Background: an optimization exercise with open tools, aiming at small area, a short achievable clock period and few clock cycles. Do not read the settings as production practice. In this exercise RTL edits were held to simulation tests only and were not proved equivalent to the original.

## sha256_reduced
module sha256_reduced (
    input  logic        clk,
    input  logic        rst_n,
    input  logic        enable,
    input  logic [7:0]  data_in,
    input  logic        data_valid,
    input  logic        end_of_file,
    output logic        ready,
    output logic [31:0] hash_out,
    output logic        hash_valid
);
Settings: LEC_CHECK=0, CAP_MARGIN=20, CORE_MARGIN=2, CORE_UTILIZATION=60, CTS_CLUSTER_DIAMETER=100, CTS_CLUSTER_SIZE=25, SLEW_MARGIN=20, SYNTH_MEMORY_MAX_BITS=4096; clock period 15.0 ns.
standard.sh (not shown) runs the stock make flow with config.mk's settings and CLKGATE_MAP_FILE= SYNTH_SCRIPT=/design/flow/synth_recipe.tcl, a recipe that flattens the netlist after the stock synthesis.
==> flow/flow/run.sh <==
#!/bin/bash
# Standard synthesis, then the standard flow's own layout with two changes: timing repair
# gets a larger setup margin, so that it keeps working past the constraint's
# period, and the port buffers are plain buffers (sky130_fd_sc_hd__buf_2)
# instead of the delay cells that buffer_ports picks by default.
set -euo pipefail
bash standard.sh synth > synth.log 2>&1
bash standard.sh SETUP_SLACK_MARGIN=10.6 TNS_END_PERCENT=100 \
  "BUFFER_PORTS_ARGS=-buffer_cell sky130_fd_sc_hd__buf_2" finish > layout.log 2>&1
Testbench counts at the start, summed over its fixed seeds: cycles 20,365.
Then changed:
--- a/flow/flow/run.sh
+++ b/flow/flow/run.sh
@@ -7,3 +7,3 @@
 bash standard.sh synth > synth.log 2>&1
-bash standard.sh SETUP_SLACK_MARGIN=10.6 TNS_END_PERCENT=100 \
+bash standard.sh SETUP_SLACK_MARGIN=10.7 TNS_END_PERCENT=100 \
   "BUFFER_PORTS_ARGS=-buffer_cell sky130_fd_sc_hd__buf_2" finish > layout.log 2>&1
- CORE_UTILIZATION: 60 -> 62
After rerunning:
- The new run produced a clean layout
- final cell count fell slightly
- worst hold slack is worse by 0.016 ns
- routed wire length falls slightly
- clock skew rose by 0.016 ns
- area after synthesis is unchanged
- utilization went up by 2.5 points
- die area came out lower by a few percent

========
Setup of epsilon:
Starting RTL as in the previous note.
Design sha256_reduced, start of the top module:
module sha256_reduced (
    input  logic        clk,
    input  logic        rst_n,
    input  logic        enable,
    input  logic [7:0]  data_in,
    input  logic        data_valid,
    input  logic        end_of_file,
    output logic        ready,
    output logic [31:0] hash_out,
    output logic        hash_valid
);
==> flow/config.mk <==
export PLATFORM = sky130hd
export DESIGN_NAME = sha256_reduced
export DESIGN_NICKNAME = sha256_reduced
export VERILOG_FILES = /design/flow/design.v
export SDC_FILE = /design/flow/constraint.sdc
export NUM_CORES = 8
export LEC_CHECK = 0
export CAP_MARGIN = 20
export CORE_MARGIN = 2
export CORE_UTILIZATION = 65
export CTS_CLUSTER_DIAMETER = 100
export CTS_CLUSTER_SIZE = 25
export PLACE_DENSITY = 0.8
export SLEW_MARGIN = 20
export SYNTH_MEMORY_MAX_BITS = 4096
==> flow/constraint.sdc <==
create_clock -name core_clock -period 15.0 [get_ports {clk}]
set_input_delay 3.0000 -clock core_clock [delete_from_list [all_inputs] [get_ports {clk}]]
set_output_delay 3.0000 -clock core_clock [all_outputs]
set_load 0.01 [all_outputs]
==> flow/flow/run.sh <==
#!/bin/bash
# Standard synthesis, then the standard flow's own layout with two changes: timing repair
# gets a larger setup margin, so that it keeps working past the constraint's
# period, and the port buffers are plain buffers (sky130_fd_sc_hd__buf_2)
# instead of the delay cells that buffer_ports picks by default.
set -euo pipefail
bash standard.sh synth > synth.log 2>&1
bash standard.sh SETUP_SLACK_MARGIN=10.7 TNS_END_PERCENT=100 \
  "BUFFER_PORTS_ARGS=-buffer_cell sky130_fd_sc_hd__buf_2" finish > layout.log 2>&1
epsilon closes out successfully: all stages finished, all timing, DRC and antenna checks passed.
Testbench counts of epsilon, summed over its fixed seeds: cycles 20,365.
Relative to epsilon, the following input files were edited for delta:
- clearing PLACE_DENSITY, which used to be 0.8
- swapping 65 for 60 in CORE_UTILIZATION
Results
- The detailed route wirelength on metal2 in delta sits 5.3% above the value recorded for epsilon.
- Diff epsilon and delta: global placer's final weighted congestion lower in delta
- Delta (delta minus epsilon): worst slack at placement went down; clock latency at the later pin of the worst-skew pair stayed essentially flat; cell area reported after detailed placement held; cell area after layout moved up.
- Delta (delta minus epsilon): max-slew headroom at the worst pin went up 1.8 points.

========
== job 3055 ==
Another version of the RTL of sha256_reduced (not shown whole).
For scale: about 1,700 flip-flops, ~47 I/O pins, about 0.074 mm2 of cells after synthesis.
// sha256_reduced
module sha256_reduced (
    input  logic        clk,
    input  logic        rst_n,
    input  logic        enable,
    input  logic [7:0]  data_in,
    input  logic        data_valid,
    input  logic        end_of_file,
    output logic        ready,
    output logic [31:0] hash_out,
    output logic        hash_valid
);
    localparam int FD = 14;    
    localparam int NB = 45;    
    function automatic logic [31:0] rotr(input logic [31:0] x, input int n);
        rotr = (x >> n) | (x << (32 - n));
    endfunction
    function automatic logic [31:0] bsig0(input logic [31:0] x);
        bsig0 = rotr(x, 2) ^ rotr(x, 13) ^ rotr(x, 22);
    endfunction
    function automatic logic [31:0] bsig1(input logic [31:0] x);
        bsig1 = rotr(x, 6) ^ rotr(x, 11) ^ rotr(x, 25);
    endfunction
    function automatic logic [31:0] ssig0(input logic [31:0] x);
        ssig0 = rotr(x, 7) ^ rotr(x, 18) ^ (x >> 3);
    endfunction
    function automatic logic [31:0] ssig1(input logic [31:0] x);
        ssig1 = rotr(x, 17) ^ rotr(x, 19) ^ (x >> 10);
    endfunction
  ...
clock: 15.0 ns
lec_check: 0
cap_margin: 20
core_margin: 2
core_utilization: 65
cts_cluster_diameter: 100
cts_cluster_size: 25
slew_margin: 20
synth_memory_max_bits: 4096
==> flow/flow/run.sh <==
#!/bin/bash
# Standard synthesis, then the standard flow's own layout with two changes: timing repair
# gets a larger setup margin, so that it keeps working past the constraint's
# period, and the port buffers are plain buffers (sky130_fd_sc_hd__buf_2)
# instead of the delay cells that buffer_ports picks by default.
set -euo pipefail
bash standard.sh synth > synth.log 2>&1
bash standard.sh SETUP_SLACK_MARGIN=10.9 TNS_END_PERCENT=100 \
  "BUFFER_PORTS_ARGS=-buffer_cell sky130_fd_sc_hd__buf_2" finish > layout.log 2>&1
Job 3055: flow completed, timing, DRC and antenna clean
Testbench counts of job 3055, summed over its fixed seeds: cycles 20,554.
Inputs modified between job 3055 and job 7900:
- a change of SLEW_MARGIN from 20 to 5
- a change of CAP_MARGIN from 20 to 5
--- a/flow/flow/run.sh
+++ b/flow/flow/run.sh
@@ -6,4 +6,4 @@
 set -euo pipefail
 bash standard.sh synth > synth.log 2>&1
-bash standard.sh SETUP_SLACK_MARGIN=10.9 TNS_END_PERCENT=100 \
+bash standard.sh SETUP_SLACK_MARGIN=10.7 TNS_END_PERCENT=100 \
   "BUFFER_PORTS_ARGS=-buffer_cell sky130_fd_sc_hd__buf_2" finish > layout.log 2>&1
## What came out
- Summary of job 7900 over job 3055: summed area of non-filler cells in the final layout decreased by 0.0012 mm2 relative to the old numbers; fraction of registers with async set or reset after synthesis closely matched the old numbers; time the worst path needs with I/O delays and setup increased by 0.019 ns relative to the old numbers.
- Fmax: job 7900 vs job 3055 down 1.0 MHz
Setup changes, job 7900 to job 7252
- changing SLEW_MARGIN from 5 to 20
- changing CORE_UTILIZATION from 65 to 70
- changing CAP_MARGIN from 5 to 20
## What came out
- Diff job 7252..job 7900 | flip-flop and latch count | unchanged
- In the flow results for job 7252 and job 7900, the ratio of final minimum period to clock period is larger on job 7252.
- Every run in the comparison, job 7252 and job 7900, completed the flow with a clean layout.
- In the tables for job 7252 and job 7900, delay of the slowest cell on the worst path reads higher with job 7900.
- In job 7252, worst clock skew on the final layout is higher than in job 7900.
- The count of buffering cells on the critical path with inverters included in job 7252 sits 1 above the value recorded for job 7900.
- First-pass GRT wire length went up slightly going from job 7900 to job 7252.
- Between job 7252 and job 7900, it is job 7252 whose final area is higher, by 0.33%.
- Of job 7252 and job 7900, the lower area share of buffers outside the clock network belongs to job 7900.

afterwards: timing with drivers on the ports:
In the flow no input, the clock included, has a driving cell. The finished layouts below were timed again as built, in two steps. Step 1 (the two cells are an assumption about what drives the block):
set clk [get_ports {clk}]
set_driving_cell -lib_cell sky130_fd_sc_hd__clkbuf_16 $clk
set_driving_cell -lib_cell sky130_fd_sc_hd__buf_2 [delete_from_list [all_inputs] $clk]
Step 2 adds t to the input delays and takes it off the output delays; t is the mean of the earliest and latest rising clock arrival at the registers after step 1. Input paths then give back, and output paths get back, about the clock's delay inside the block. Three values: ideal, step 1, step 2; two values: the first two.
| run | t, ns | setup WS [ns] | clock arrival spread, ns |
|---|---|---|---|
| the first run of note 1 | 0.782 | 10.512 / 10.512 / 10.512 | 0.035 / 0.034 |
| the second run of note 1 | 0.770 | 10.591 / 10.575 / 10.591 | 0.049 / 0.050 |
| epsilon | 0.780 | 10.552 / 10.552 / 10.552 | 0.040 / 0.040 |
| delta | 0.796 | 10.674 / 10.644 / 10.674 | 0.047 / 0.046 |
| job 3055 | 0.782 | 10.693 / 10.693 / 10.693 | 0.031 / 0.031 |
| job 7900 | 0.780 | 10.675 / 10.643 / 10.675 | 0.035 / 0.034 |
| job 7252 | 0.762 | 10.503 / 10.503 / 10.503 | 0.041 / 0.041 |
After both steps every run listed still meets setup and hold.
